Context: an optimization exercise on an open-source flow, tuned for small area. The choices shown serve that exercise and are no tape-out recipe.
The RTL was checked by simulation tests, not by an equivalence proof against the original design.
The clock input has no modelled driver; a real chip could not lean on it and would need a root buffer or a full tree.
Power and IR drop assume default switching activity.

[flow/design.v]
`timescale 1ns / 1ns
module Stopwatch (output SF_CE0, output LCD_RW, output LCD_RS, output [3:0] SF_D, output LCD_E,
                  input clock, input reset, input restart);
  assign SF_CE0 = 1'b1;
  assign LCD_RW = 1'b0;
  reg [5:0] tk;
  wire tk_end = tk[5] & tk[3] & tk[1] & tk[0];
  wire tick = ~reset & tk_end;
  wire tk_in = (~tk[1] & ~tk[2] & tk[5]) | (~tk[0] & tk[1] & ~tk[5]) | (~tk[1] & tk[2] & ~tk[3] & ~tk[5]) |
               (tk[1] & ~tk[2] & ~tk[4] & ~tk[5]) | (tk[2] & tk[3] & ~tk[4] & ~tk[5]);
  always @(posedge clock)
    if (reset) tk <= 6'd35;
    else tk <= {tk[4:0], tk_in};
  reg [3:0] d0, d1, d3; reg [2:0] d2, d4;
  wire e1 = tick & d0[3] & d0[0];
  wire e2 = e1 & d1[3] & d1[0];
  wire e3 = e2 & d2[2] & d2[0];
  wire e4 = e3 & d3[3] & d3[0];
  wire clr = tick & restart;
  function [3:0] t10(input [3:0] d);
    t10 = {d[3] ? d[0] : &d[2:0], d[1] & d[0], d[0] & ~d[3], 1'b1};
  endfunction
  function [2:0] t6(input [2:0] d);
    t6 = {d[2] ? d[0] : d[1] & d[0], ~d[2] & d[0], 1'b1};
  endfunction
  function [2:0] t7(input [2:0] d);
    t7 = {d[1] & (d[2] | d[0]), d[0] | (d[2] & d[1]), ~(d[2] & d[1])};
  endfunction
  always @(posedge clock) begin
    d0 <= clr ? 4'd0 : d0 ^ ({4{tick}} & t10(d0));
    d1 <= clr ? 4'd0 : d1 ^ ({4{e1}} & t10(d1));
    d2 <= clr ? 3'd0 : d2 ^ ({3{e2}} & t6(d2));
    d3 <= clr ? 4'd0 : d3 ^ ({4{e3}} & t10(d3));
    d4 <= clr ? 3'd0 : d4 ^ ({3{e4}} & t7(d4));
  end
  reg [20:0] c;
  reg [4:0] b;
  wire term = (((b == 5'd30)) & (c[0] & c[3] & c[4] & c[6] & c[7] & c[8] & c[12] & c[13] & c[14] & c[16] & c[17] & c[19])) | (((b == 5'd26)) & (c[8] & c[13] & c[16] & c[17])) | (((b == 5'd28)) & (c[6] & c[7] & c[8] & c[9] & c[12])) | (((b == 5'd24)) & (c[3] & c[11])) | (((b == 5'd31)) & (c[2] & c[3] & c[11])) | (~((b == 5'd30) | (b == 5'd26) | (b == 5'd28) | (b == 5'd24) | (b == 5'd31) | (b == 5'd22)) & (c[4] & c[6] & c[11])) | (((b == 5'd22)) & (c[0] & c[1] & c[5] & c[8] & c[10] & c[11] & c[14] & c[15] & c[16] & c[17] & c[18] & c[19] & c[20]));
  wire [20:0] c_cy = {c[19:0] & c_cy[19:0], 1'b1};
  wire [4:0] b_nx = {((b == 5'd30) | (b == 5'd26) | (b == 5'd28) | (b == 5'd24) | (b == 5'd31) | (b == 5'd27) | (b == 5'd29) | (b == 5'd25) | (b == 5'd22) | (b == 5'd18) | (b == 5'd20) | (b == 5'd16) | (b == 5'd23) | (b == 5'd19) | (b == 5'd21)), ((b == 5'd30) | (b == 5'd26) | (b == 5'd28) | (b == 5'd24) | (b == 5'd31) | (b == 5'd27) | (b == 5'd29) | (b == 5'd17) | (b == 5'd14) | (b == 5'd10) | (b == 5'd12) | (b == 5'd8) | (b == 5'd15) | (b == 5'd11) | (b == 5'd13) | (b == 5'd1)), ((b == 5'd26) | (b == 5'd24) | (b == 5'd27) | (b == 5'd25) | (b == 5'd18) | (b == 5'd16) | (b == 5'd19) | (b == 5'd17) | (b == 5'd10) | (b == 5'd8) | (b == 5'd11) | (b == 5'd9) | (b == 5'd2) | (b == 5'd0) | (b == 5'd3)), ((b == 5'd30) | (b == 5'd24) | (b == 5'd31) | (b == 5'd25) | (b == 5'd22) | (b == 5'd16) | (b == 5'd23) | (b == 5'd17) | (b == 5'd14) | (b == 5'd8) | (b == 5'd15) | (b == 5'd9) | (b == 5'd6) | (b == 5'd0) | (b == 5'd7)), ((b == 5'd24) | (b == 5'd31) | (b == 5'd27) | (b == 5'd29) | (b == 5'd16) | (b == 5'd23) | (b == 5'd19) | (b == 5'd21) | (b == 5'd8) | (b == 5'd15) | (b == 5'd11) | (b == 5'd13) | (b == 5'd0) | (b == 5'd7) | (b == 5'd3) | (b == 5'd5))};
  always @(posedge clock)
    if (reset) begin c <= 21'd42; b <= 5'd30; end
    else if (term) begin c <= 21'd42; b <= b_nx; end
    else c <= c ^ c_cy;
  wire wr = ((b == 5'd27) | (b == 5'd29) | (b == 5'd25) | (b == 5'd22) | (b == 5'd18) | (b == 5'd20) | (b == 5'd16) | (b == 5'd23) | (b == 5'd19) | (b == 5'd21) | (b == 5'd17) | (b == 5'd14) | (b == 5'd10) | (b == 5'd12) | (b == 5'd8) | (b == 5'd15) | (b == 5'd11) | (b == 5'd13) | (b == 5'd9) | (b == 5'd6) | (b == 5'd2) | (b == 5'd4) | (b == 5'd0) | (b == 5'd7) | (b == 5'd3) | (b == 5'd5) | (b == 5'd1));
  wire ini = ((b == 5'd26) | (b == 5'd28) | (b == 5'd24) | (b == 5'd31));
  wire lo7 = ~|c[20:7];
  wire [6:0] q = c[6:0];
  wire w0 = (q == 7'd42);
  wire wU = (q == 7'd43) | (q == 7'd44) | (q == 7'd45) | (q == 7'd46) | (q == 7'd47) | (q == 7'd48) | (q == 7'd49) | (q == 7'd50) | (q == 7'd51) | (q == 7'd52) | (q == 7'd53) | (q == 7'd54) | (q == 7'd55) | (q == 7'd56) | (q == 7'd57) | (q == 7'd58);
  wire wL = (q == 7'd111) | (q == 7'd112) | (q == 7'd113) | (q == 7'd114) | (q == 7'd115) | (q == 7'd116) | (q == 7'd117) | (q == 7'd118) | (q == 7'd119) | (q == 7'd120) | (q == 7'd121) | (q == 7'd122) | (q == 7'd123) | (q == 7'd124) | (q == 7'd125) | (q == 7'd126);
  wire wE1 = (q == 7'd46) | (q == 7'd47) | (q == 7'd48) | (q == 7'd49) | (q == 7'd50) | (q == 7'd51) | (q == 7'd52) | (q == 7'd53) | (q == 7'd54) | (q == 7'd55) | (q == 7'd56) | (q == 7'd57) | (q == 7'd58);
  wire wE2 = (q == 7'd114) | (q == 7'd115) | (q == 7'd116) | (q == 7'd117) | (q == 7'd118) | (q == 7'd119) | (q == 7'd120) | (q == 7'd121) | (q == 7'd122) | (q == 7'd123) | (q == 7'd124) | (q == 7'd125) | (q == 7'd126);
  wire w3 = (q == 7'd45);
  assign LCD_E = lo7 & ((wr | ini) & wE1 | wr & wE2);
  assign LCD_RS = ((b == 5'd20) | (b == 5'd16) | (b == 5'd23) | (b == 5'd19) | (b == 5'd21) | (b == 5'd17) | (b == 5'd14) | (b == 5'd10) | (b == 5'd12) | (b == 5'd15) | (b == 5'd11) | (b == 5'd13) | (b == 5'd9) | (b == 5'd6) | (b == 5'd2) | (b == 5'd4) | (b == 5'd0) | (b == 5'd7) | (b == 5'd3) | (b == 5'd5) | (b == 5'd1));
  wire [3:0] hi, lo;
  assign hi[0] = (b == 5'd26) | (b == 5'd28) | (b == 5'd24) | (b == 5'd20) | (b == 5'd16) | (b == 5'd19) | (b == 5'd21) | (b == 5'd14) | (b == 5'd15) | (b == 5'd6) | (b == 5'd2) | (b == 5'd4) | (b == 5'd0) | (b == 5'd7) | (b == 5'd3) | (b == 5'd5) | (b == 5'd1);
  assign lo[0] = (b == 5'd22) | (b == 5'd20) | (b == 5'd23) | (b == 5'd21) | (b == 5'd17) | (b == 5'd10) | (b == 5'd11) | (b == 5'd13) | (b == 5'd9) | ((b == 5'd2) & d4[0]) | ((b == 5'd4) & d3[0]) | ((b == 5'd7) & d2[0]) | ((b == 5'd3) & d1[0]) | ((b == 5'd1) & d0[0]);
  assign hi[1] = (b == 5'd26) | (b == 5'd28) | (b == 5'd24) | (b == 5'd31) | (b == 5'd27) | (b == 5'd16) | (b == 5'd23) | (b == 5'd19) | (b == 5'd21) | (b == 5'd17) | (b == 5'd14) | (b == 5'd10) | (b == 5'd12) | (b == 5'd11) | (b == 5'd13) | (b == 5'd9) | (b == 5'd6) | (b == 5'd2) | (b == 5'd4) | (b == 5'd0) | (b == 5'd7) | (b == 5'd3) | (b == 5'd5) | (b == 5'd1);
  assign lo[1] = (b == 5'd29) | (b == 5'd20) | (b == 5'd23) | (b == 5'd21) | (b == 5'd10) | (b == 5'd6) | ((b == 5'd2) & d4[1]) | ((b == 5'd4) & d3[1]) | (b == 5'd0) | ((b == 5'd7) & d2[1]) | ((b == 5'd3) & d1[1]) | (b == 5'd5) | ((b == 5'd1) & d0[1]);
  assign hi[2] = (b == 5'd20) | (b == 5'd16) | (b == 5'd23) | (b == 5'd19) | (b == 5'd21) | (b == 5'd17) | (b == 5'd14) | (b == 5'd10) | (b == 5'd12) | (b == 5'd8) | (b == 5'd15) | (b == 5'd11) | (b == 5'd13) | (b == 5'd9);
  assign lo[2] = (b == 5'd29) | (b == 5'd25) | (b == 5'd16) | (b == 5'd23) | (b == 5'd21) | (b == 5'd14) | (b == 5'd15) | (b == 5'd13) | (b == 5'd9) | ((b == 5'd2) & d4[2]) | ((b == 5'd4) & d3[2]) | ((b == 5'd7) & d2[2]) | ((b == 5'd3) & d1[2]) | ((b == 5'd1) & d0[2]);
  assign hi[3] = (b == 5'd18) | (b == 5'd8);
  assign lo[3] = (b == 5'd27) | (b == 5'd25) | (b == 5'd23) | (b == 5'd12) | (b == 5'd11) | (b == 5'd13) | (b == 5'd6) | ((b == 5'd4) & d3[3]) | (b == 5'd0) | ((b == 5'd3) & d1[3]) | (b == 5'd5) | ((b == 5'd1) & d0[3]);
  reg [3:0] dq;
  assign SF_D = dq;
  always @(posedge clock)
    if (reset) dq <= 4'h0;
    else if (lo7 & wr & w0) dq <= 4'h0;
    else if (lo7 & (wr & wU | ini & w3)) dq <= hi;
    else if (lo7 & wr & wL) dq <= lo;
    else if ((b == 5'd31) & (c[0] & c[1] & c[3] & c[11])) dq <= 4'h0;
    else if (wr & (c[0] & c[4] & c[6] & c[11])) dq <= 4'h0;
endmodule
[flow/flow/run.sh]
#!/bin/bash
# Own layout flow: the standard synthesis, then the combinational logic between the
# registers is re-mapped for area with ABC (the registers, their names and cell types are
# kept), then the standard layout steps from floorplan to finish, with buf_1 port
# buffers and the root clock buffer removed so that the clock port drives the 4 leaf
# clock buffers (flow/post_cts.tcl).
set -euo pipefail
W=$PWD
R=$W/orfs/results/$FLOW_PLATFORM/Stopwatch/base
LIB=$FLOW_HOME/platforms/$FLOW_PLATFORM/lib/sky130_fd_sc_hd__tt_025C_1v80.lib
YOSYS=$(command -v yosys || echo "$FLOW_HOME/../tools/install/yosys/bin/yosys")

# 1. standard synthesis
bash standard.sh synth > $W/1_standard_synth.log 2>&1

# 2. area re-mapping of the combinational logic; several ABC runs, the smallest one that
#    ABC proves equivalent to its input is kept
cp $R/1_2_yosys.v $W/std_1_2_yosys.v
resynth() {
  local s=$1 n
  n=$(basename $s .script)
  sed -e "s#@PRE@#$W/pre_$n.blif#g" $s > $W/$n.abc
  sed -e "s#@LIB@#$LIB#g" -e "s#@IN@#$W/std_1_2_yosys.v#g" -e "s#@OUT@#$W/rs_$n.v#g" \
      -e "s#@SCRIPT@#$W/$n.abc#g" $W/flow/resynth.ys > $W/rs_$n.ys
  "$YOSYS" -s $W/rs_$n.ys > $W/2_resynth_$n.log 2>&1 || true
}
jobs=0
for s in $W/flow/abc_*.script; do
  resynth $s &
  jobs=$((jobs + 1))
  if (( jobs >= ${NUM_CORES:-4} )); then wait -n || true; jobs=$((jobs - 1)); fi
done
wait || true
best=""
bestarea=""
for s in $W/flow/abc_*.script; do
  n=$(basename $s .script)
  lg=$W/2_resynth_$n.log
  [[ -f $W/rs_$n.v ]] || continue
  grep -q "Networks are equivalent" $lg || continue
  grep -q "Chip area" $lg || continue
  # only library cells may remain
  if grep -q '$_' $W/rs_$n.v.stat; then continue; fi
  a=$(grep "Chip area" $lg | tail -1 | awk '{print $NF}')
  echo "$n $a" >> $W/2_resynth_areas.txt
  if [[ -z "$bestarea" ]] || awk "BEGIN{exit !($a < $bestarea)}"; then best=$n; bestarea=$a; fi
done
echo "chosen $best $bestarea" >> $W/2_resynth_areas.txt
if [[ -n "$best" ]]; then
  cp $W/rs_$best.v $R/1_2_yosys.v
  touch $R/1_2_yosys.v
fi

# 3. standard layout from the re-mapped netlist
bash standard.sh finish \
  "BUFFER_PORTS_ARGS=-buffer_cell sky130_fd_sc_hd__buf_1" \
  "CTS_ARGS=-sink_clustering_enable -repair_clock_nets -dont_use_dummy_load" \
  "POST_CTS_TCL=$W/flow/post_cts.tcl" LEAF_CLKBUF=sky130_fd_sc_hd__clkbuf_8 \
  > $W/3_standard_layout.log 2>&1
[flow/flow/abc_t10_s0.script]
write_blif @PRE@
strash
&get -n
&deepsyn -T 10 -S 0
&put
dch -f
amap
topo
cec @PRE@
[flow/flow/abc_t10_s1.script]
write_blif @PRE@
strash
&get -n
&deepsyn -T 10 -S 1
&put
dch -f
amap
topo
cec @PRE@
[flow/flow/abc_t10_s2.script]
write_blif @PRE@
strash
&get -n
&deepsyn -T 10 -S 2
&put
dch -f
amap
topo
cec @PRE@
[flow/flow/abc_t10_s3.script]
write_blif @PRE@
strash
&get -n
&deepsyn -T 10 -S 3
&put
dch -f
amap
topo
cec @PRE@
[flow/flow/abc_t15_s6.script]
write_blif @PRE@
strash
&get -n
&deepsyn -T 15 -S 6
&put
dch -f
amap
topo
cec @PRE@
[flow/flow/abc_t20_s0.script]
write_blif @PRE@
strash
&get -n
&deepsyn -T 20 -S 0
&put
dch -f
amap
topo
cec @PRE@
[flow/flow/abc_t20_s1.script]
write_blif @PRE@
strash
&get -n
&deepsyn -T 20 -S 1
&put
dch -f
amap
topo
cec @PRE@
[flow/flow/abc_t20_s2.script]
write_blif @PRE@
strash
&get -n
&deepsyn -T 20 -S 2
&put
dch -f
amap
topo
cec @PRE@
[flow/flow/abc_t20_s4.script]
write_blif @PRE@
strash
&get -n
&deepsyn -T 20 -S 4
&put
dch -f
amap
topo
cec @PRE@
[flow/flow/abc_t25_s7.script]
write_blif @PRE@
strash
&get -n
&deepsyn -T 25 -S 7
&put
dch -f
amap
topo
cec @PRE@
[flow/flow/abc_t30_s0.script]
write_blif @PRE@
strash
&get -n
&deepsyn -T 30 -S 0
&put
dch -f
amap
topo
cec @PRE@
[flow/flow/abc_t30_s3.script]
write_blif @PRE@
strash
&get -n
&deepsyn -T 30 -S 3
&put
dch -f
amap
topo
cec @PRE@
[flow/flow/abc_t40_s1.script]
write_blif @PRE@
strash
&get -n
&deepsyn -T 40 -S 1
&put
dch -f
amap
topo
cec @PRE@
[flow/flow/abc_t40_s5.script]
write_blif @PRE@
strash
&get -n
&deepsyn -T 40 -S 5
&put
dch -f
amap
topo
cec @PRE@
[flow/flow/abc_t5_s0.script]
write_blif @PRE@
strash
&get -n
&deepsyn -T 5 -S 0
&put
dch -f
amap
topo
cec @PRE@
[flow/flow/abc_t60_s0.script]
write_blif @PRE@
strash
&get -n
&deepsyn -T 60 -S 0
&put
dch -f
amap
topo
cec @PRE@
[flow/flow/post_cts.tcl]
set block [ord::get_db_block]
set cnet [[$block findBTerm clock] getNet]
set roots {}
foreach it [$cnet getITerms] {
  if {[string match "*clkbuf*" [[[$it getInst] getMaster] getName]]} { lappend roots [$it getInst] }
}
if {[llength $roots] == 1} {
  set root [lindex $roots 0]
  set rnet [[$root findITerm X] getNet]
  set leaves {}
  foreach it [$rnet getITerms] {
    if {[$it getInst] ne $root} { lappend leaves $it }
  }
  if {[llength $leaves] <= 4} {
    foreach it $leaves {
      $it disconnect
      $it connect $cnet
    }
    odb::dbInst_destroy $root
    odb::dbNet_destroy $rnet
    foreach it $leaves {
      set inst [$it getInst]
      if {[string match "*clkbuf*" [[$inst getMaster] getName]]} { replace_cell [$inst getName] $::env(LEAF_CLKBUF) }
    }
    puts "post_cts: removed the root clock buffer, the clock drives [llength $leaves] leaf buffers"
    detailed_placement
    estimate_parasitics -placement
    report_clock_skew
  }
}
[flow/flow/resynth.ys]
read_liberty -ignore_miss_func @LIB@
read_verilog @IN@
hierarchy -top Stopwatch
blackbox sky130_fd_sc_hd__dfxtp_1 sky130_fd_sc_hd__dfxtp_2 sky130_fd_sc_hd__dfxtp_4 sky130_fd_sc_hd__edfxtp_1 sky130_fd_sc_hd__dfrtp_1 sky130_fd_sc_hd__dfstp_1 sky130_fd_sc_hd__dfxbp_1 sky130_fd_sc_hd__edfxbp_1
flatten
opt -purge
abc -liberty @LIB@ -script @SCRIPT@ -dont_use sky130_fd_sc_hd__lpflow_bleeder_1 -dont_use sky130_fd_sc_hd__lpflow_clkbufkapwr_1 -dont_use sky130_fd_sc_hd__lpflow_clkbufkapwr_16 -dont_use sky130_fd_sc_hd__lpflow_clkbufkapwr_2 -dont_use sky130_fd_sc_hd__lpflow_clkbufkapwr_4 -dont_use sky130_fd_sc_hd__lpflow_clkbufkapwr_8 -dont_use sky130_fd_sc_hd__lpflow_clkinvkapwr_1 -dont_use sky130_fd_sc_hd__lpflow_clkinvkapwr_16 -dont_use sky130_fd_sc_hd__lpflow_clkinvkapwr_2 -dont_use sky130_fd_sc_hd__lpflow_clkinvkapwr_4 -dont_use sky130_fd_sc_hd__lpflow_clkinvkapwr_8 -dont_use sky130_fd_sc_hd__lpflow_decapkapwr_12 -dont_use sky130_fd_sc_hd__lpflow_decapkapwr_3 -dont_use sky130_fd_sc_hd__lpflow_decapkapwr_4 -dont_use sky130_fd_sc_hd__lpflow_decapkapwr_6 -dont_use sky130_fd_sc_hd__lpflow_decapkapwr_8 -dont_use sky130_fd_sc_hd__lpflow_inputiso0n_1 -dont_use sky130_fd_sc_hd__lpflow_inputiso0p_1 -dont_use sky130_fd_sc_hd__lpflow_inputiso1n_1 -dont_use sky130_fd_sc_hd__lpflow_inputiso1p_1 -dont_use sky130_fd_sc_hd__lpflow_inputisolatch_1 -dont_use sky130_fd_sc_hd__lpflow_isobufsrc_1 -dont_use sky130_fd_sc_hd__lpflow_isobufsrc_16 -dont_use sky130_fd_sc_hd__lpflow_isobufsrc_2 -dont_use sky130_fd_sc_hd__lpflow_isobufsrc_4 -dont_use sky130_fd_sc_hd__lpflow_isobufsrc_8 -dont_use sky130_fd_sc_hd__lpflow_isobufsrckapwr_16 -dont_use sky130_fd_sc_hd__lpflow_lsbuf_lh_hl_isowell_tap_1 -dont_use sky130_fd_sc_hd__lpflow_lsbuf_lh_hl_isowell_tap_2 -dont_use sky130_fd_sc_hd__lpflow_lsbuf_lh_hl_isowell_tap_4 -dont_use sky130_fd_sc_hd__lpflow_lsbuf_lh_isowell_4 -dont_use sky130_fd_sc_hd__lpflow_lsbuf_lh_isowell_tap_1 -dont_use sky130_fd_sc_hd__lpflow_lsbuf_lh_isowell_tap_2 -dont_use sky130_fd_sc_hd__lpflow_lsbuf_lh_isowell_tap_4 -dont_use sky130_fd_sc_hd__probe_p_8 -dont_use sky130_fd_sc_hd__probec_p_8 
opt_clean -purge
hilomap -singleton -hicell sky130_fd_sc_hd__conb_1 HI -locell sky130_fd_sc_hd__conb_1 LO
splitnets
opt_clean -purge
tee -o @OUT@.stat stat -liberty @LIB@
write_verilog -noattr -nohex -nodec @OUT@
[flow/standard.sh]
#!/bin/bash
# synth_recipe.tcl (not shown) runs the flow's synth.tcl, then flattens the netlist and writes it again
# the make line also repeats each setting of config.mk as NAME=value (left out here)
make -C /OpenROAD-flow-scripts/flow DESIGN_CONFIG=/design/flow/config.mk WORK_HOME=/design/flow/orfs CLKGATE_MAP_FILE= SYNTH_SCRIPT=/design/flow/synth_recipe.tcl "${@:-finish}"
[flow/config.mk]
export PLATFORM = sky130hd
export DESIGN_NAME = Stopwatch
export DESIGN_NICKNAME = Stopwatch
export VERILOG_FILES = /design/flow/design.v
export SDC_FILE = /design/flow/constraint.sdc
export NUM_CORES = 4
export LEC_CHECK = 0
export CAP_MARGIN = 20
export CORE_MARGIN = 2
export CORE_UTILIZATION = 40
export PLACE_DENSITY = 0.6
export SLEW_MARGIN = 20
[flow/constraint.sdc]
create_clock -name core_clock -period 20.0 [get_ports {clock}]
set_input_delay 4.0000 -clock core_clock [delete_from_list [all_inputs] [get_ports {clock}]]
set_output_delay 4.0000 -clock core_clock [all_outputs]
set_load 0.01 [all_outputs]
==> results of run 1 <==
## metal layers
layer	global-route usage (%)	wire [microns]	vias up
met1	26.0	3010	1088
li1	-	-	1234
met4	4.77	57	0
met3	2.39	241	7
met5	0	0	-
met2	30.1	2970	62
## state kept, by name, indices dropped and copies added (netlist names)
| signal | flops |
|---|---|
| c | 21 |
| d0 | 4 |
| b | 5 |
| d4 | 3 |
| dq | 4 |
| d3 | 4 |
| tk | 6 |
| d1 | 4 |
| d2 | 3 |
## area by class of cell
cell class              count  share of cell area, %
repair buffers              8                   1.11
inverters                  44                   6.12
flip-flops and latches     54                   40.1
well taps                  75                   3.48
multi-input cells         241                   47.2
clock buffers               4                   2.04
## worst min-delay path by stage
stage                       end  slack (ns)  cells past startpoint
after floorplan           tk[1]        0.41                      1
after global placement    tk[1]        0.43                      1
after detailed placement  tk[1]        0.44                      1
after global routing      tk[2]        0.51                      1
final                     tk[1]        0.45                      1
## stage by stage
step | area, sq um | instances
floorplan | 2520 | 339
global placement | 2640 | 422
detailed placement | 2640 | 422
global route | 2700 | 426
finish | 2700 | 426
## power breakdown
part	switching [mW]	total [mW]	internal, mW
clock	0.0280	0.0464	0.0184
sequential	0.00583	0.121	0.115
combinational	0.00932	0.0151	0.00580
total	0.0431	0.182	0.139
## worst register-to-register path, stage by stage (launching register included)
cell and delay, ns:
dfxtp_1 0.64, clkinv_1 0.43, nor2_1 0.29, o21ai_0 0.18, nand3_1 0.22, clkinv_1 0.08, o21ai_0 0.14, a21oi_1 0.08
a31oi_1 0.27, o41ai_1 0.18, nor2_1 0.25, clkinv_1 0.50, or2_0 0.38
==> impl_metrics.csv, run 1 <==
group,metric,value,unit
drt,vias,2391,
setup_path,startpoint,"c[5]",
setup_path,slowest_delay,0.58,ns
worst_hold_path,hp-class,"register to register",
sta,clock.fmax,148,MHz
setup_path,ff2ff_setup_slack,16.25,ns
clock_tree,clk_pin_slew_worst_paths,0.10,ns
layout,diodes,0,
job,maxCapViolations,0,
layout,num-fill-cells,619,
grt,antenna_found_initial,0,
setup_path,worst_path_max_delay_cell,"nor4_1",
floorplanning,io_pins,11,
setup_path,end_kind,"primary output",
drt,viasPerCell,5.61,
run_status,status,"finished clean",
worst_hold_path,min-delay-start,"tk[0]",
power_and_ir_drop,irDropWorstVdd,0.0358,mV
clock_tree,clock_latency,0.15,ns
setup_path,critPathKind,"register to primary output",
sta,tns,0,ns
logic_synthesis,syn_area_per_cell,7.43,sq um
grt,grt_max_degree,20,
floorplanning,die_y,83.4,microns
sta,fin_crit_sh,33.9,%
placement,post-place-ws,13.44,ns
placement,dp_hpwl,4890,microns
layout,final_common_cell,"nor2_1",
sta,relSlewSlack,52.1,%
sta,setup_viol,0,
setup_path,path_cells,"clkinv_1 -> or4_1 -> or3_1 -> nor4_1 -> clkinv_1 -> o22ai_1 -> buf_1",
drt,drt_iter0_drc,187,
layout,syn_to_final_growth,7.10,%
layout,multi_input_area,1270,sq um
setup_path,crit_arrival,2.77,ns
setup_path,cp_top_family,"simple AND/OR/NAND/NOR gates",
sta,clock_skew,0.0154,ns
setup_path,path_depth,7,
sta,whs,0.454,ns
setup_path,path_buf_inv,3,
floorplanning,die_w,83.4,microns
logic_synthesis,synthesis.area,2520,sq um
drt,wl_per_cell,14.7,microns
setup_path,startpoint_type,"register",
floorplanning,core.rowCount,28,
sta,final_hold_viol_count,0,
setup_path,crit_end,"LCD_E",
drt,drcViolationCount,0,
power_and_ir_drop,p_leak,0.913,nW
grt,grt_pass1_wl,10700,microns
layout,layout_common_cells,"nor2_1 (64), dfxtp_1 (54), clkinv_1 (44)",
sta,fin_ws,13.23,ns
setup_path,r2r-start,"b[3]",
setup_path,required,16.00,ns
sta,rsz0062_at_grt,"no",
layout,seqCellArea,1080,sq um
grt,overflow,0,
layout,utilization,45.1,%
grt,grt_usage,18.5,%
setup_path,critPathMaxFanout,4,
setup_path,r2r_end,"c[5]",
logic_synthesis,synthCells,339,
placement,place_congestion,0.948,
logic_synthesis,yosysWarnings,1,
power_and_ir_drop,fin_total_pwr,0.182,mW
placement,portBuffers,8,
drt,dr.pass1.iters,5,
power_and_ir_drop,power_density,67.4,nW/um^2
layout,drive_gt1_share,1.14,%
sta,finalMaxSlewViolations,0,
setup_path,r2r.worst_path.cells,12,
drt,wirelength,6280,microns
drt,ant_nets,0,
grt,grt_pass1_vias,2214,
floorplanning,die-area,6950,sq um
sta,period_needed,6.77,ns
setup_path,crit_top_cell,"clkinv_1",
layout,nets,356,
sta,worst_slew_pin_slew,0.709,ns
floorplanning,start_util,42.1,%
clock_tree,cts_sinks,54,
floorplanning,core_area,5990,sq um
==> run 2, diff against run 1 <==
==> flow/flow/abc_a10s0.script (new file) <==
write_blif @PRE@
strash
&get -n
&deepsyn -T 10 -S 0
&put
dch -f
amap
topo
cec @PRE@
==> flow/flow/abc_a15s6.script (new file) <==
write_blif @PRE@
strash
&get -n
&deepsyn -T 15 -S 6
&put
dch -f
amap
topo
cec @PRE@
==> flow/flow/abc_a30s0.script (new file) <==
write_blif @PRE@
strash
&get -n
&deepsyn -T 30 -S 0
&put
dch -f
amap
topo
cec @PRE@
==> flow/flow/abc_n10s0.script (new file) <==
write_blif @PRE@
strash
&get -n
&deepsyn -T 10 -S 0
&put
&get -n
&dch -f
&nf -p -R 1000 -F 8 -C 32
&put
topo
cec @PRE@
==> flow/flow/abc_n10s1.script (new file) <==
write_blif @PRE@
strash
&get -n
&deepsyn -T 10 -S 1
&put
&get -n
&dch -f
&nf -p -R 1000 -F 8 -C 32
&put
topo
cec @PRE@
==> flow/flow/abc_n10s2.script (new file) <==
write_blif @PRE@
strash
&get -n
&deepsyn -T 10 -S 2
&put
&get -n
&dch -f
&nf -p -R 1000 -F 8 -C 32
&put
topo
cec @PRE@
==> flow/flow/abc_n15s4.script (new file) <==
write_blif @PRE@
strash
&get -n
&deepsyn -T 15 -S 4
&put
&get -n
&dch -f
&nf -p -R 1000 -F 8 -C 32
&put
topo
cec @PRE@
==> flow/flow/abc_n20s0.script (new file) <==
write_blif @PRE@
strash
&get -n
&deepsyn -T 20 -S 0
&put
&get -n
&dch -f
&nf -p -R 1000 -F 8 -C 32
&put
topo
cec @PRE@
==> flow/flow/abc_n20s1.script (new file) <==
write_blif @PRE@
strash
&get -n
&deepsyn -T 20 -S 1
&put
&get -n
&dch -f
&nf -p -R 1000 -F 8 -C 32
&put
topo
cec @PRE@
==> flow/flow/abc_n20s2.script (new file) <==
write_blif @PRE@
strash
&get -n
&deepsyn -T 20 -S 2
&put
&get -n
&dch -f
&nf -p -R 1000 -F 8 -C 32
&put
topo
cec @PRE@
==> flow/flow/abc_n25s5.script (new file) <==
write_blif @PRE@
strash
&get -n
&deepsyn -T 25 -S 5
&put
&get -n
&dch -f
&nf -p -R 1000 -F 8 -C 32
&put
topo
cec @PRE@
==> flow/flow/abc_n30s0.script (new file) <==
write_blif @PRE@
strash
&get -n
&deepsyn -T 30 -S 0
&put
&get -n
&dch -f
&nf -p -R 1000 -F 8 -C 32
&put
topo
cec @PRE@
==> flow/flow/abc_n40s3.script (new file) <==
write_blif @PRE@
strash
&get -n
&deepsyn -T 40 -S 3
&put
&get -n
&dch -f
&nf -p -R 1000 -F 8 -C 32
&put
topo
cec @PRE@
==> flow/flow/abc_x10s0.script (new file) <==
write_blif @PRE@
strash
&get -n
&deepsyn -T 10 -S 0
&put
&get -n
&dch -f
&nf -a -p -A 4 -R 1000
&put
topo
cec @PRE@
==> flow/flow/abc_x20s1.script (new file) <==
write_blif @PRE@
strash
&get -n
&deepsyn -T 20 -S 1
&put
&get -n
&dch -f
&nf -a -p -A 4 -R 1000
&put
topo
cec @PRE@
==> flow/flow/abc_x30s2.script (new file) <==
write_blif @PRE@
strash
&get -n
&deepsyn -T 30 -S 2
&put
&get -n
&dch -f
&nf -a -p -A 4 -R 1000
&put
topo
cec @PRE@
removed: flow/flow/abc_t10_s0.script
removed: flow/flow/abc_t10_s1.script
removed: flow/flow/abc_t10_s2.script
removed: flow/flow/abc_t10_s3.script
removed: flow/flow/abc_t15_s6.script
removed: flow/flow/abc_t20_s0.script
removed: flow/flow/abc_t20_s1.script
removed: flow/flow/abc_t20_s2.script
removed: flow/flow/abc_t20_s4.script
removed: flow/flow/abc_t25_s7.script
removed: flow/flow/abc_t30_s0.script
removed: flow/flow/abc_t30_s3.script
removed: flow/flow/abc_t40_s1.script
removed: flow/flow/abc_t40_s5.script
removed: flow/flow/abc_t5_s0.script
removed: flow/flow/abc_t60_s0.script
==> run 2 against run 1 <==
Clock skew barely moved. Largest power group unchanged. Critical path type unchanged. Final cell count fell by 4.5%. Highest routed layer unchanged. Maximum frequency rose by 7.7%. Critical endpoint unchanged. Sequential cell count did not move. Clock-buffer cell count did not move. Still clean. Die area fell by 0.47%. Synthesized area fell by 0.50%. Total power fell by 7.1%. Cell area fell by 0.46%. Sequential power fell by 5%. Wire length fell by 14%. Synthesized cell count fell by 5.6%.
==> impl_metrics.csv, run 2 <==
group,metric,value,unit
sta,setup_viol,0,
job,maxCapViolations,0,
sta,relSlewSlack,42.9,%
power_and_ir_drop,seq_power_share,68.3,%
drt,drt_iter0_drc,215,
power_and_ir_drop,p_leak,1.00,nW
layout,multi_input_area,1380,sq um
layout,num-fill-cells,618,
placement,dp_cells,403,
setup_path,worst_path_max_delay_cell,"dfxtp_1",
sta,finalMaxSlewViolations,0,
floorplanning,core.rowCount,28,
drt,viasPerCell,5.69,
power_and_ir_drop,combPwrFrac,5.5,%
power_and_ir_drop,swShare,20.9,%
floorplanning,start_util,41.9,%
power_and_ir_drop,intPower,0.134,mW
clock_tree,cts_sinks,54,
grt,grt_pass1_wl,9320,microns
layout,largest_reg_flops,21,
power_and_ir_drop,fin_total_pwr,0.169,mW
sta,period_needed,6.29,ns
setup_path,required,16.00,ns
power_and_ir_drop,switching_power,0.0354,mW
setup_path,critPathKind,"register to primary output",
layout,nets,337,
grt,overflow,0,
placement,place_congestion,0.841,
floorplanning,die-area,6920,sq um
setup_path,critPathMaxFanout,15,
sta,clock_skew,0.0154,ns
sta,worst_slew_pin_slew,0.856,ns
drt,ant_nets,0,
placement,portBuffers,8,
setup_path,path_buf_inv,1,
setup_path,end_kind,"primary output",
floorplanning,die_w,83.2,microns
layout,final_common_cell,"dfxtp_1",
placement,post-place-ws,13.57,ns
placement,dp_hpwl,3950,microns
layout,top_regs,"c: 21 flops, tk: 6 flops, b: 5 flops",
layout,drive_gt1_share,1.20,%
setup_path,slowest_delay,0.64,ns
sta,final_hold_viol_count,0,
layout,final_cells,407,
layout,utilization,44.8,%
clock_tree,clk_pin_slew_worst_paths,0.09,ns
sta,fin_crit_sh,31.5,%
setup_path,crit_top_cell,"nand2_1",
sta,tns,0,ns
layout,syn_to_final_growth,7.14,%
power_and_ir_drop,power_density,63.0,nW/um^2
sta,clock.fmax,159,MHz
run_status,status,"finished clean",
drt,dr.pass1.iters,4,
floorplanning,die_y,83.2,microns
layout,layout_common_cells,"dfxtp_1 (54), nor2_1 (44), a21oi_1 (35)",
floorplanning,io_pins,11,
drt,wirelength,5430,microns
power_and_ir_drop,irDropWorstVdd,0.0308,mV
setup_path,crit_arrival,2.29,ns
drt,vias,2314,
grt,grt_max_degree,22,
setup_path,path_cells,"nand2_1 -> nand4_1 -> nand2_1 -> nor3_1 -> o311ai_0 -> o21ai_0 -> buf_1",
clock_tree,clock_latency,0.15,ns
setup_path,cp_top_family,"simple AND/OR/NAND/NOR gates",
power_and_ir_drop,pwr-share-clk,26.3,%
setup_path,startpoint_type,"register",
logic_synthesis,synthesis.area,2510,sq um
grt,grt_usage,15.9,%
logic_synthesis,synthCells,320,
logic_synthesis,syn_area_per_cell,7.84,sq um
layout,seqCellArea,1080,sq um
layout,largest-register,"c",
worst_hold_path,hp-class,"register to register",
drt,wl_per_cell,13.3,microns
sta,rsz0062_at_grt,"no",
logic_synthesis,yosysWarnings,1,
grt,antenna_found_initial,0,
grt,grt_pass1_vias,1971,
layout,diodes,0,
sta,fin_ws,13.71,ns
floorplanning,core_area,5990,sq um
drt,drcViolationCount,0,
==> run 2: cell type report <==
type | count | area share (%)
inverters | 12 | 1.68
flip-flops and latches | 54 | 40.2
multi-input cells | 254 | 51.4
well taps | 75 | 3.49
repair buffers | 8 | 1.12
clock buffers | 4 | 2.05
==> run 2: power by group through the flow <==
stage	Combinational [mW]	Clock [mW]	Sequential, mW
final	0.00923	0.0444	0.115
after floorplan	0.00738	0	0.117
after global routing	0.0106	0.0502	0.116
after global placement	0.00925	0	0.118
after detailed placement	0.00926	0	0.118
==> run 2: metal layers <==
layer | GRT usage [%] | share of wire (%) | vias up | wire [microns]
met2 | 22.9 | 41 | 47 | 2220
met3 | 2.78 | 3.9 | 3 | 209
met5 | 0 | 0 | - | 0
met4 | 3.58 | 0.83 | 0 | 45
met1 | 24.6 | 54 | 1061 | 2950
li1 | - | - | 1203 | -
==> run 2: worst register-to-register path: stages, from the launching register on <==
cell     delay [ns]
dfxtp_1        0.51
nand2_1        0.13
nor4b_1        0.62
and3_1         0.30
and2_0         0.25
and3_1         0.26
and3_1         0.25
and3_1         0.22
and2_0         0.26
and3_1         0.24
and2_0         0.23
a21oi_1        0.09
o21a_1         0.14
==> run 2: path summary, 6_finish.rpt <==
check | startpoint | end | slack [ns] | depth (start not counted)
max reg2reg | c[4] | c[19] | 16.44 | 12
min | tk[3] | tk[4] | 0.45 | 2
max | b[0] | LCD_E | 13.71 | 7
min reg2reg | tk[3] | tk[4] | 0.45 | 2
==> run 2: stage by stage <==
stage	cell area [sq um]	hold WS [ns]
after global routing	2690	0.465
after floorplan	2510	0.418
final	2690	0.450
after global placement	2630	0.430
after detailed placement	2630	0.435
==> run 3, diff against run 2 <==
--- a/flow/flow/run.sh
+++ b/flow/flow/run.sh
@@ -49,4 +49,5 @@
 if [[ -n "$best" ]]; then
   cp $W/rs_$best.v $R/1_2_yosys.v
+  python3 $W/flow/merge_ties.py $R/1_2_yosys.v >> $W/2_resynth_areas.txt 2>&1 || cp $W/rs_$best.v $R/1_2_yosys.v
   touch $R/1_2_yosys.v
 fi
==> flow/flow/abc_n20s10.script (new file) <==
write_blif @PRE@
strash
&get -n
&deepsyn -T 20 -S 10
&put
&get -n
&dch -f
&nf -p -R 1000 -F 8 -C 32
&put
topo
cec @PRE@
==> flow/flow/abc_n20s11.script (new file) <==
write_blif @PRE@
strash
&get -n
&deepsyn -T 20 -S 11
&put
&get -n
&dch -f
&nf -p -R 1000 -F 8 -C 32
&put
topo
cec @PRE@
==> flow/flow/abc_n20s12.script (new file) <==
write_blif @PRE@
strash
&get -n
&deepsyn -T 20 -S 12
&put
&get -n
&dch -f
&nf -p -R 1000 -F 8 -C 32
&put
topo
cec @PRE@
==> flow/flow/abc_n20s13.script (new file) <==
write_blif @PRE@
strash
&get -n
&deepsyn -T 20 -S 13
&put
&get -n
&dch -f
&nf -p -R 1000 -F 8 -C 32
&put
topo
cec @PRE@
==> flow/flow/abc_n20s6.script (new file) <==
write_blif @PRE@
strash
&get -n
&deepsyn -T 20 -S 6
&put
&get -n
&dch -f
&nf -p -R 1000 -F 8 -C 32
&put
topo
cec @PRE@
==> flow/flow/abc_n20s7.script (new file) <==
write_blif @PRE@
strash
&get -n
&deepsyn -T 20 -S 7
&put
&get -n
&dch -f
&nf -p -R 1000 -F 8 -C 32
&put
topo
cec @PRE@
==> flow/flow/abc_n20s8.script (new file) <==
write_blif @PRE@
strash
&get -n
&deepsyn -T 20 -S 8
&put
&get -n
&dch -f
&nf -p -R 1000 -F 8 -C 32
&put
topo
cec @PRE@
==> flow/flow/abc_n20s9.script (new file) <==
write_blif @PRE@
strash
&get -n
&deepsyn -T 20 -S 9
&put
&get -n
&dch -f
&nf -p -R 1000 -F 8 -C 32
&put
topo
cec @PRE@
==> flow/flow/merge_ties.py (new file) <==
#!/usr/bin/env python3
# Merge a netlist's tie-high and tie-low conb_1 cells into one conb_1 that drives both nets.
import re, sys
path = sys.argv[1]
text = open(path).read()
pat = re.compile(r'\n(\s*)sky130_fd_sc_hd__conb_1\s+(\S+)\s*\(\s*\.(HI|LO)\(([^()]*)\)\s*\);')
ties = list(pat.finditer(text))
his = [m for m in ties if m.group(3) == 'HI']
los = [m for m in ties if m.group(3) == 'LO']
if len(his) == 1 and len(los) == 1:
    hi, lo = his[0], los[0]
    merged = '\n%ssky130_fd_sc_hd__conb_1 %s (\n%s  .HI(%s),\n%s  .LO(%s)\n%s);' % (
        hi.group(1), hi.group(2), hi.group(1), hi.group(4), hi.group(1), lo.group(4), hi.group(1))
    first, second = sorted([hi, lo], key=lambda m: m.start())
    keep = merged
    text = text[:first.start()] + (keep if first is hi else '') + text[first.end():second.start()] + (keep if second is hi else '') + text[second.end():]
    open(path, 'w').write(text)
    print('merged tie cells %s and %s' % (hi.group(2), lo.group(2)))
else:
    print('tie cells left as they are (%d HI, %d LO)' % (len(his), len(los)))
==> run 3 against run 2 <==
Still clean. Clock skew shrank 0.0018 ns. Core utilization is 0.17 points higher. Synthesized cell count did not move. Final cell count grew 0.25%. Largest cell class unchanged. Largest power group unchanged.
==> impl_metrics.csv, run 3 <==
group,metric,value,unit
setup_path,worst_path_max_delay_cell,"and3_1",
floorplanning,die-area,6930,sq um
drt,wl_per_cell,14.5,microns
power_and_ir_drop,fin_total_pwr,0.170,mW
layout,syn_to_final_growth,7.27,%
sta,tns,0,ns
clock_tree,cts_sinks,54,
grt,antenna_found_initial,0,
layout,layout_common_cells,"dfxtp_1 (54), a21oi_1 (48), nor2_1 (40)",
setup_path,ff2ff_setup_slack,16.50,ns
sta,relSlewSlack,48.0,%
floorplanning,core.rowCount,28,
logic_synthesis,synthesis.area,2510,sq um
layout,drive_gt1_share,1.20,%
drt,vias,2351,
setup_path,required,20.09,ns
layout,diodes,0,
drt,viasPerCell,5.76,
layout,final_common_cell,"dfxtp_1",
placement,placed_area,2640,sq um
sta,period_needed,6.37,ns
sta,setup_viol,0,
logic_synthesis,synthCells,320,
layout,top_regs,"c: 21 flops, tk: 6 flops, b: 5 flops",
placement,portBuffers,8,
setup_path,r2r_end,"c[19]",
clock_tree,clock_latency,0.15,ns
worst_hold_path,min_to,"tk[4]",
sta,whs,0.445,ns
worst_hold_path,hold_depth,2,
setup_path,crit_arrival,6.47,ns
drt,ant_nets,0,
setup_path,crit_top_cell,"and3_1",
setup_path,critPathMaxFanout,14,
floorplanning,die_w,83.3,microns
placement,place_congestion,0.900,
power_and_ir_drop,irDropWorstVdd,0.0350,mV
power_and_ir_drop,p_leak,1.01,nW
sta,finalMaxSlewViolations,0,
setup_path,slowest_delay,0.34,ns
grt,grt_pass1_vias,2129,
power_and_ir_drop,power_density,63.2,nW/um^2
drt,drt_iter0_drc,209,
floorplanning,start_util,42.0,%
sta,clock.fmax,157,MHz
layout,fin_area,2700,sq um
setup_path,r2r-start,"c[1]",
sta,worst_slew_pin_slew,0.779,ns
run_status,status,"finished clean",
grt,grt_usage,17.4,%
layout,largest_reg_flops,21,
floorplanning,die_y,83.3,microns
setup_path,end_kind,"register",
sta,rsz0062_at_grt,"no",
floorplanning,core_area,5990,sq um
setup_path,r2r.worst_path.cells,12,
sta,clock_skew,0.0136,ns
worst_hold_path,hp-class,"register to register",
worst_hold_path,min-delay-start,"tk[3]",
layout,nets,338,
grt,overflow,0,
sta,final_hold_viol_count,0,
setup_path,critPathKind,"input port to register",
logic_synthesis,syn_area_per_cell,7.86,sq um
setup_path,startpoint_type,"input port",
sta,fin_crit_sh,31.9,%
grt,grt_pass1_wl,10100,microns
grt,grt_max_degree,23,
drt,drcViolationCount,0,
clock_tree,clk_pin_slew_worst_paths,0.09,ns
placement,dp_hpwl,4270,microns
logic_synthesis,yosysWarnings,1,
drt,dr.pass1.iters,4,
setup_path,path_cells,"buf_1 -> nor2_1 -> and3b_1 -> and2_0 -> and3_1 -> and3_1 -> and3_1 -> and2_0 -> a21boi_0 -> o21ai_0 -> a21oi_1",
floorplanning,io_pins,11,
drt,wirelength,5900,microns
layout,largest-register,"c",
job,maxCapViolations,0,
[run 3: worst max path at each step]
stage / from / to / slack (ns) / cells past startpoint
after detailed placement: reset / d4[0] / 13.44 / 11
after global routing: reset / d4[0] / 13.28 / 11
after floorplan: reset / d4[0] / 14.08 / 10
final: reset / d4[0] / 13.63 / 11
after global placement: reset / d4[0] / 13.56 / 11
[run 3: layer usage]
layer | track usage (%) | part of all wire, %
met2 | 25.7 | 43
met3 | 3.58 | 4.2
met1 | 25.1 | 50
met5 | 0 | 0
met4 | 5.81 | 2.3
[run 3: area by class of cell]
type                            count  area (sq um)
Clock buffer                        4          55.1
Fill cell                         607          3290
Inverter                            5          18.8
Multi-Input combinational cell    262          1420
Sequential cell                    54          1080
Tap cell                           75          93.8
Timing Repair Buffer                8          30.0
[run 3: worst max-delay path, delay by kind of cell]
family          cells  cell delay, ns
simple gates        7            1.74
compound gates      3            0.47
buf+inv             1            0.25
[run 3: per-stage QoR]
step	worst slack, ns	utilization, %	cells
floorplan	14.08	-	321
global placement	13.56	44.1	404
detailed placement	13.44	44.1	404
global route	13.28	45.0	408
finish	13.63	45.0	408
[run 3: where the power goes]
part / internal, mW / leakage [nW] / total, mW / switching (mW)
logic: 0.00385 / 0.538 / 0.00894 / 0.00509
registers: 0.111 / 0.439 / 0.116 / 0.00423
clock network: 0.0184 / 0.0288 / 0.0459 / 0.0275
total: 0.134 / 1.01 / 0.170 / 0.0368
==> run 4, diff against run 3 <==
--- a/flow/flow/run.sh
+++ b/flow/flow/run.sh
@@ -17,15 +17,41 @@
 #    ABC proves equivalent to its input is kept
 cp $R/1_2_yosys.v $W/std_1_2_yosys.v
+# ABC scripts: deepsyn (time limit, seed) then a mapper; each ends with ABC's equivalence check
+mkscript() {  # name T S mapper
+  local m
+  case $4 in
+    amap) m='dch -f
+amap
+topo' ;;
+    nf) m='&get -n
+&dch -f
+&nf -p -R 1000 -F 8 -C 32
+&put
+topo' ;;
+    nfa) m='&get -n
+&dch -f
+&nf -a -p -A 4 -R 1000
+&put
+topo' ;;
+  esac
+  printf 'write_blif %s\nstrash\n&get -n\n&deepsyn -T %s -S %s\n&put\n%s\ncec %s\n' \
+    "$W/pre_$1.blif" "$2" "$3" "$m" "$W/pre_$1.blif" > $W/abc_$1.abc
+}
+names=()
+while read -r t sd mp; do
+  [[ -z "$t" || "$t" == \#* ]] && continue
+  n=${mp}_t${t}_s${sd}
+  mkscript $n $t $sd $mp
+  names+=($n)
+done < $W/flow/abc_runs.txt
 resynth() {
-  local s=$1 n
-  n=$(basename $s .script)
-  sed -e "s#@PRE@#$W/pre_$n.blif#g" $s > $W/$n.abc
+  local n=$1
   sed -e "s#@LIB@#$LIB#g" -e "s#@IN@#$W/std_1_2_yosys.v#g" -e "s#@OUT@#$W/rs_$n.v#g" \
-      -e "s#@SCRIPT@#$W/$n.abc#g" $W/flow/resynth.ys > $W/rs_$n.ys
+      -e "s#@SCRIPT@#$W/abc_$n.abc#g" $W/flow/resynth.ys > $W/rs_$n.ys
   "$YOSYS" -s $W/rs_$n.ys > $W/2_resynth_$n.log 2>&1 || true
 }
 jobs=0
-for s in $W/flow/abc_*.script; do
-  resynth $s &
+for n in "${names[@]}"; do
+  resynth $n &
   jobs=$((jobs + 1))
   if (( jobs >= ${NUM_CORES:-4} )); then wait -n || true; jobs=$((jobs - 1)); fi
@@ -34,6 +60,5 @@
 best=""
 bestarea=""
-for s in $W/flow/abc_*.script; do
-  n=$(basename $s .script)
+for n in "${names[@]}"; do
   lg=$W/2_resynth_$n.log
   [[ -f $W/rs_$n.v ]] || continue
==> flow/flow/abc_runs.txt (new file) <==
# deepsyn time limit (s), deepsyn seed, mapper
10 0 nf
20 0 nf
30 0 nf
40 0 nf
10 1 nf
20 1 nf
30 1 nf
10 2 nf
20 2 nf
30 2 nf
10 3 nf
20 3 nf
40 3 nf
15 4 nf
25 5 nf
20 6 nf
20 7 nf
20 8 nf
20 9 nf
20 10 nf
20 11 nf
20 12 nf
20 13 nf
30 14 nf
30 15 nf
10 0 amap
30 0 amap
15 6 amap
20 3 amap
10 0 nfa
20 1 nfa
30 2 nfa
removed: flow/flow/abc_a10s0.script
removed: flow/flow/abc_a15s6.script
removed: flow/flow/abc_a30s0.script
removed: flow/flow/abc_n10s0.script
removed: flow/flow/abc_n10s1.script
removed: flow/flow/abc_n10s2.script
removed: flow/flow/abc_n15s4.script
removed: flow/flow/abc_n20s0.script
removed: flow/flow/abc_n20s1.script
removed: flow/flow/abc_n20s10.script
removed: flow/flow/abc_n20s11.script
removed: flow/flow/abc_n20s12.script
removed: flow/flow/abc_n20s13.script
removed: flow/flow/abc_n20s2.script
removed: flow/flow/abc_n20s6.script
removed: flow/flow/abc_n20s7.script
removed: flow/flow/abc_n20s8.script
removed: flow/flow/abc_n20s9.script
removed: flow/flow/abc_n25s5.script
removed: flow/flow/abc_n30s0.script
removed: flow/flow/abc_n40s3.script
removed: flow/flow/abc_x10s0.script
removed: flow/flow/abc_x20s1.script
removed: flow/flow/abc_x30s2.script
==> run 4 against run 3 <==
First-iteration DRC count increased by 15%. Largest cell class unchanged. Maximum frequency increased by 1.5%. Clock power about the same. Largest power group unchanged. Synthesized area decreased by 0.40%. Sequential cell count unchanged. Cell area decreased by 0.37%. Sequential power about the same. Combinational power increased by 3.2%. Global-route usage decreased by 1.2 points. Total power about the same.
==> impl_metrics.csv, run 4 <==
group,metric,value,unit
run_status,status,"finished clean",
floorplanning,io_pins,11,
sta,final_hold_viol_count,0,
floorplanning,start_util,41.8,%
clock_tree,cts_sinks,54,
power_and_ir_drop,fin_total_pwr,0.171,mW
setup_path,worst_path_max_delay_cell,"dfxtp_1",
placement,place_congestion,0.830,
layout,top_regs,"c: 21 flops, tk: 6 flops, b: 5 flops",
drt,drt_iter0_drc,241,
grt,grt_pass1_vias,2003,
sta,clock_skew,0.0147,ns
layout,drive_gt1_share,1.20,%
sta,relSlewSlack,42.9,%
drt,ant_nets,0,
drt,vias,2313,
sta,rsz0062_at_grt,"no",
floorplanning,die_y,83.1,microns
setup_path,crit_arrival,2.28,ns
setup_path,end_kind,"primary output",
floorplanning,core.rowCount,28,
grt,overflow,0,
logic_synthesis,yosysWarnings,1,
setup_path,slowest_delay,0.66,ns
worst_hold_path,min-delay-start,"tk[3]",
setup_path,r2r-start,"c[4]",
logic_synthesis,syn_area_per_cell,7.85,sq um
power_and_ir_drop,power_density,63.5,nW/um^2
job,maxCapViolations,0,
layout,largest_reg_flops,21,
layout,diodes,0,
drt,wirelength,5440,microns
power_and_ir_drop,seq_power_share,67.8,%
drt,wl_per_cell,13.4,microns
clock_tree,clock_latency,0.15,ns
power_and_ir_drop,p_leak,1.00,nW
grt,grt_pass1_wl,9530,microns
clock_tree,clk_pin_slew_worst_paths,0.09,ns
setup_path,path_cells,"nand2_1 -> nand4_1 -> nand2_1 -> nor3_1 -> o311ai_0 -> o21ai_0 -> buf_1",
grt,antenna_found_initial,0,
sta,fin_crit_sh,31.4,%
layout,final_common_cell,"dfxtp_1",
sta,tns,0,ns
grt,grt_usage,16.2,%
setup_path,startpoint,"b[0]",
sta,worst_slew_pin_slew,0.855,ns
drt,drcViolationCount,0,
power_and_ir_drop,switching_power,0.0367,mW
power_and_ir_drop,swShare,21.5,%
setup_path,critPathMaxFanout,15,
layout,largest-register,"c",
grt,grt_max_degree,22,
setup_path,critPathKind,"register to primary output",
power_and_ir_drop,combPwrFrac,5.4,%
power_and_ir_drop,pwr-share-clk,26.8,%
sta,period_needed,6.28,ns
layout,layout_common_cells,"dfxtp_1 (54), nor2_1 (44), a21oi_1 (35)",
setup_path,r2r.worst_path.cells,12,
power_and_ir_drop,irDropWorstVdd,0.0343,mV
floorplanning,core_area,5990,sq um
logic_synthesis,synthCells,319,
floorplanning,die-area,6910,sq um
setup_path,crit_top_cell,"nand2_1",
layout,nets,337,
drt,viasPerCell,5.68,
layout,syn_to_final_growth,7.30,%
placement,dp_hpwl,3960,microns
power_and_ir_drop,intPower,0.134,mW
drt,dr.pass1.iters,4,
placement,portBuffers,8,
sta,setup_viol,0,
setup_path,startpoint_type,"register",
floorplanning,die_w,83.1,microns
logic_synthesis,synthesis.area,2500,sq um
sta,clock.fmax,159,MHz
setup_path,required,16.00,ns
sta,finalMaxSlewViolations,0,
worst_hold_path,hp-class,"register to register",
worst_hold_path,hold_depth,2,
[run 4: cell types whose count changed in the layout (fill, tap and decap cells not counted), moves of 3 or more]
| cell | previous run | this run |
|---|---|---|
| nor2b_1 | 9 | 3 |
| and2_0 | 8 | 5 |
| o21bai_1 | 1 | 5 |
| clkinv_1 | 5 | 12 |
| a22oi_1 | 0 | 3 |
| nor2_1 | 40 | 44 |
| o22ai_1 | 5 | 1 |
| a21oi_1 | 48 | 35 |
[run 4: cell type report]
class / instances / area, sq um
clock buffers: 4 / 55.1
fillers: 609 / 3300
inverters: 12 / 45.0
multi-input cells: 254 / 1380
flip-flops and latches: 54 / 1080
well taps: 75 / 93.8
repair buffers: 8 / 30.0
[run 4: path summary, 6_finish.rpt]
check	to	slack (ns)
worst max-delay path	LCD_E	13.72
worst min-delay path	tk[4]	0.44
worst max register to register	c[19]	16.43
worst min register to register	tk[4]	0.44
[run 4: critical path, delay by kind of cell, from the launching register on]
family / cells / cell delay [ns]
AND/OR/NAND/NOR: 4 / 0.97
flip-flops: 1 / 0.66
AO/OA/AOI/OAI: 2 / 0.32
buffers and inverters: 1 / 0.17
[run 4: power groups by stage]
| stage | Clock, mW | Combinational, mW | Sequential (mW) |
|---|---|---|---|
| final | 0.0457 | 0.00923 | 0.116 |
| after detailed placement | 0 | 0.00935 | 0.118 |
| after global placement | 0 | 0.00929 | 0.118 |
| after floorplan | 0 | 0.00738 | 0.117 |
| after global routing | 0.0523 | 0.0106 | 0.117 |
[run 4: routing by layer]
layer	part of all wire, %	wire (microns)	vias up	track usage [%]
met5	0	0	-	0
met2	40	2200	46	23.7
li1	-	-	1204	-
met1	54	2930	1058	25.0
met3	5.0	271	5	2.68
met4	0.88	48	0	3.13
[run 4: per-stage QoR]
step	utilization, %	hold slack, ns	cell area [sq um]	setup slack, ns	std cells
detailed placement	43.9	0.435	2630	13.59	403
finish	44.8	0.444	2690	13.72	407
global placement	43.9	0.431	2630	13.66	403
global route	44.8	0.466	2690	13.42	407
floorplan	-	0.418	2510	14.17	320
==> run 5, diff against run 4 <==
--- a/flow/flow/run.sh
+++ b/flow/flow/run.sh
@@ -4,5 +4,6 @@
 # kept), then the standard layout steps from floorplan to finish, with buf_1 port
 # buffers and the root clock buffer removed so that the clock port drives the 4 leaf
-# clock buffers (flow/post_cts.tcl).
+# clock buffers (flow/post_cts.tcl), and one tie cell for both constant outputs
+# (flow/post_floorplan.tcl).
 set -euo pipefail
 W=$PWD
@@ -74,5 +75,4 @@
 if [[ -n "$best" ]]; then
   cp $W/rs_$best.v $R/1_2_yosys.v
-  python3 $W/flow/merge_ties.py $R/1_2_yosys.v >> $W/2_resynth_areas.txt 2>&1 || cp $W/rs_$best.v $R/1_2_yosys.v
   touch $R/1_2_yosys.v
 fi
@@ -81,4 +81,5 @@
 bash standard.sh finish \
   "BUFFER_PORTS_ARGS=-buffer_cell sky130_fd_sc_hd__buf_1" \
+  "POST_FLOORPLAN_TCL=$W/flow/post_floorplan.tcl" \
   "CTS_ARGS=-sink_clustering_enable -repair_clock_nets -dont_use_dummy_load" \
   "POST_CTS_TCL=$W/flow/post_cts.tcl" LEAF_CLKBUF=sky130_fd_sc_hd__clkbuf_8 \
==> flow/flow/post_floorplan.tcl (new file) <==
# One conb_1 drives both constant outputs: the tie-low net moves to the LO pin of the
# tie-high cell and the tie-low cell is removed.
set block [ord::get_db_block]
set hi_inst ""
set lo_inst ""
set nties 0
foreach inst [$block getInsts] {
  if {[[$inst getMaster] getName] eq "sky130_fd_sc_hd__conb_1"} {
    incr nties
    set h [[$inst findITerm HI] getNet]
    set l [[$inst findITerm LO] getNet]
    if {$h ne "NULL" && $l eq "NULL"} { set hi_inst $inst }
    if {$l ne "NULL" && $h eq "NULL"} { set lo_inst $inst }
  }
}
if {$nties == 2 && $hi_inst ne "" && $lo_inst ne ""} {
  set lnet [[$lo_inst findITerm LO] getNet]
  [$lo_inst findITerm LO] disconnect
  odb::dbInst_destroy $lo_inst
  [$hi_inst findITerm LO] connect $lnet
  puts "post_floorplan: [$hi_inst getName] now drives both tie nets"
}
removed: flow/flow/merge_ties.py
==> run 5 against run 4 <==
Still clean. Largest power group unchanged. Critical path depth grew 3. Critical endpoint is now d4[1]. Setup slack improved by 0.056 ns. Worst hold slack better by 0.0039 ns.
==> impl_metrics.csv, run 5 <==
group,metric,value,unit
sta,finalMaxSlewViolations,0,
sta,worst_slew_pin_slew,0.781,ns
grt,grt_pass1_wl,9760,microns
setup_path,r2r.worst_path.cells,13,
setup_path,r2r_end,"c[19]",
layout,largest_reg_flops,21,
setup_path,r2r-start,"c[1]",
setup_path,critPathMaxFanout,14,
drt,drcViolationCount,0,
layout,nets,337,
grt,antenna_found_initial,0,
placement,place_congestion,0.830,
grt,grt.met1_usage,25.6,%
drt,drt_iter0_drc,280,
placement,portBuffers,8,
layout,utilization,44.8,%
clock_tree,clock_latency,0.15,ns
layout,largest-register,"c",
grt,grt_max_degree,25,
setup_path,crit_arrival,6.26,ns
worst_hold_path,hp-class,"register to register",
logic_synthesis,syn_area_per_cell,7.84,sq um
clock_tree,cts_sinks,54,
sta,whs,0.447,ns
sta,fin_crit_sh,31.1,%
job,maxCapViolations,0,
worst_hold_path,hold_depth,2,
floorplanning,die-area,6900,sq um
floorplanning,die_w,83.1,microns
layout,fin_area,2690,sq um
drt,wl_per_cell,14.0,microns
clock_tree,clk_pin_slew_worst_paths,0.09,ns
floorplanning,io_pins,11,
worst_hold_path,min_to,"tk[4]",
setup_path,end_kind,"register",
setup_path,path_buf_inv,1,
setup_path,path_cells,"buf_1 -> nor2_1 -> and3b_1 -> and2_0 -> and3_1 -> and3_1 -> and3_1 -> nand2_1 -> o21ai_0 -> nor3_1",
setup_path,startpoint_type,"input port",
setup_path,worst_path_max_delay_cell,"and3_1",
sta,setup_viol,0,
power_and_ir_drop,irDropWorstVdd,0.0353,mV
sta,clock_skew,0.00893,ns
setup_path,required,20.04,ns
sta,period_needed,6.23,ns
grt,grt_usage,16.6,%
layout,final_common_cell,"dfxtp_1",
floorplanning,start_util,41.8,%
grt,grt_pass1_vias,2055,
grt,overflow,0,
setup_path,slowest_delay,0.35,ns
placement,placed_area,2630,sq um
sta,relSlewSlack,47.8,%
sta,tns,0,ns
drt,dr.pass1.iters,5,
setup_path,critPathKind,"input port to register",
sta,rsz0062_at_grt,"no",
logic_synthesis,yosysWarnings,1,
layout,diodes,0,
logic_synthesis,synthCells,319,
grt,use_met3,2.88,%
drt,ant_nets,0,
setup_path,cp_top_family,"simple AND/OR/NAND/NOR gates",
drt,viasPerCell,5.77,
layout,top_regs,"c: 21 flops, tk: 6 flops, b: 5 flops",
setup_path,ff2ff_setup_slack,16.64,ns
worst_hold_path,min-delay-start,"tk[3]",
floorplanning,core_area,5990,sq um
power_and_ir_drop,power_density,64.1,nW/um^2
drt,wirelength,5670,microns
floorplanning,core.rowCount,28,
layout,layout_common_cells,"dfxtp_1 (54), nor2_1 (37), a21oi_1 (37)",
sta,clock.fmax,161,MHz
layout,syn_to_final_growth,7.30,%
layout,drive_gt1_share,1.51,%
floorplanning,die_y,83.1,microns
setup_path,crit_top_cell,"and3_1",
sta,final_hold_viol_count,0,
grt,met2_usage,24.0,%
placement,dp_hpwl,4070,microns
power_and_ir_drop,p_leak,1.00,nW
drt,vias,2342,
grt,busiest_layer,"met1",
run_status,status,"finished clean",
logic_synthesis,synthesis.area,2500,sq um
[run 5: through the flow]
stage	std cells	setup slack (ns)	power (mW)
after global routing	406	13.39	0.179
after floorplan	319	14.24	0.124
after detailed placement	402	13.65	0.128
final	406	13.77	0.172
after global placement	402	13.74	0.128
[run 5: final cells by class]
type	count	area, sq um
Clock buffer	4	55.1
Inverter	4	15.0
Timing Repair Buffer	9	37.5
Fill cell	601	3310
Multi-Input combinational cell	260	1400
Tap cell	75	93.8
Sequential cell	54	1080
[run 5: worst register-to-register path: stages (launching register included)]
cell and delay (ns):
dfxtp_1 0.55, nand3_1 0.20, nor2_1 0.25, and3_1 0.29, nand2_1 0.11, nor2_1 0.24, and3_1 0.23, and2_0 0.27
and3_1 0.24, and2_0 0.24, and3_1 0.23, and2_0 0.21, o21ai_0 0.09, a21oi_1 0.15
[run 5: where the power goes]
part           internal, mW  switching, mW  total, mW
clock network        0.0184         0.0284     0.0468
logic               0.00406        0.00520    0.00926
registers             0.112        0.00442      0.116
[run 5: worst max-delay path by stage]
stage / startpoint / end / cells after the start / slack [ns]
floorplan: reset / d4[1] / 9 / 14.24
global placement: reset / d4[1] / 10 / 13.74
finish: reset / d4[1] / 10 / 13.77
global route: reset / d4[0] / 11 / 13.39
detailed placement: reset / d4[1] / 10 / 13.65
[run 5: metal layers]
layer	vias to the layer above	routed length, microns
met5	-	0
met4	0	60
met3	7	218
met2	56	2310
met1	1066	3080
li1	1213	-

[re-timing with driven ports]
In the flow no input, the clock included, has a driving cell. The finished layouts below were timed again as built, in two steps.
Step 1 (the two cells are an assumption about what drives the block):
set clk [get_ports {clock}]
set_driving_cell -lib_cell sky130_fd_sc_hd__clkbuf_16 $clk
set_driving_cell -lib_cell sky130_fd_sc_hd__buf_2 [delete_from_list [all_inputs] $clk]
Step 2 times the ports against the registers' clock, not the clock port: input delays grow and output delays shrink by t, the midpoint of the rising clock arrivals with the driver on.
a / b / c = ideal ports / drivers / drivers and shift; a / b = the first two.
| run | t (ns) | slack for setup (ns) | worst setup path at the end | latest minus earliest clock arrival (ns) | worst slew at a driven data input, ns |
|---|---|---|---|---|---|
| run 1 | 0.201 | 13.227 / 13.173 / 13.374 | register to output | 0.015 / 0.016 | 0.03 |
| run 2 | 0.197 | 13.709 / 13.655 / 13.559 | input to register | 0.015 / 0.016 | 0.03 |
| run 3 | 0.200 | 13.626 / 13.660 / 13.460 | input to register | 0.014 / 0.014 | 0.03 |
| run 4 | 0.196 | 13.717 / 13.664 / 13.583 | input to register | 0.015 / 0.015 | 0.03 |
| run 5 | 0.202 | 13.773 / 13.806 / 13.604 | input to register | 0.010 / 0.010 | 0.03 |
After both steps setup and hold are still met in every run listed. The setup slack of run 5, which loses most, moves by +0.033 ns with the drivers and by -0.169 ns with both steps.
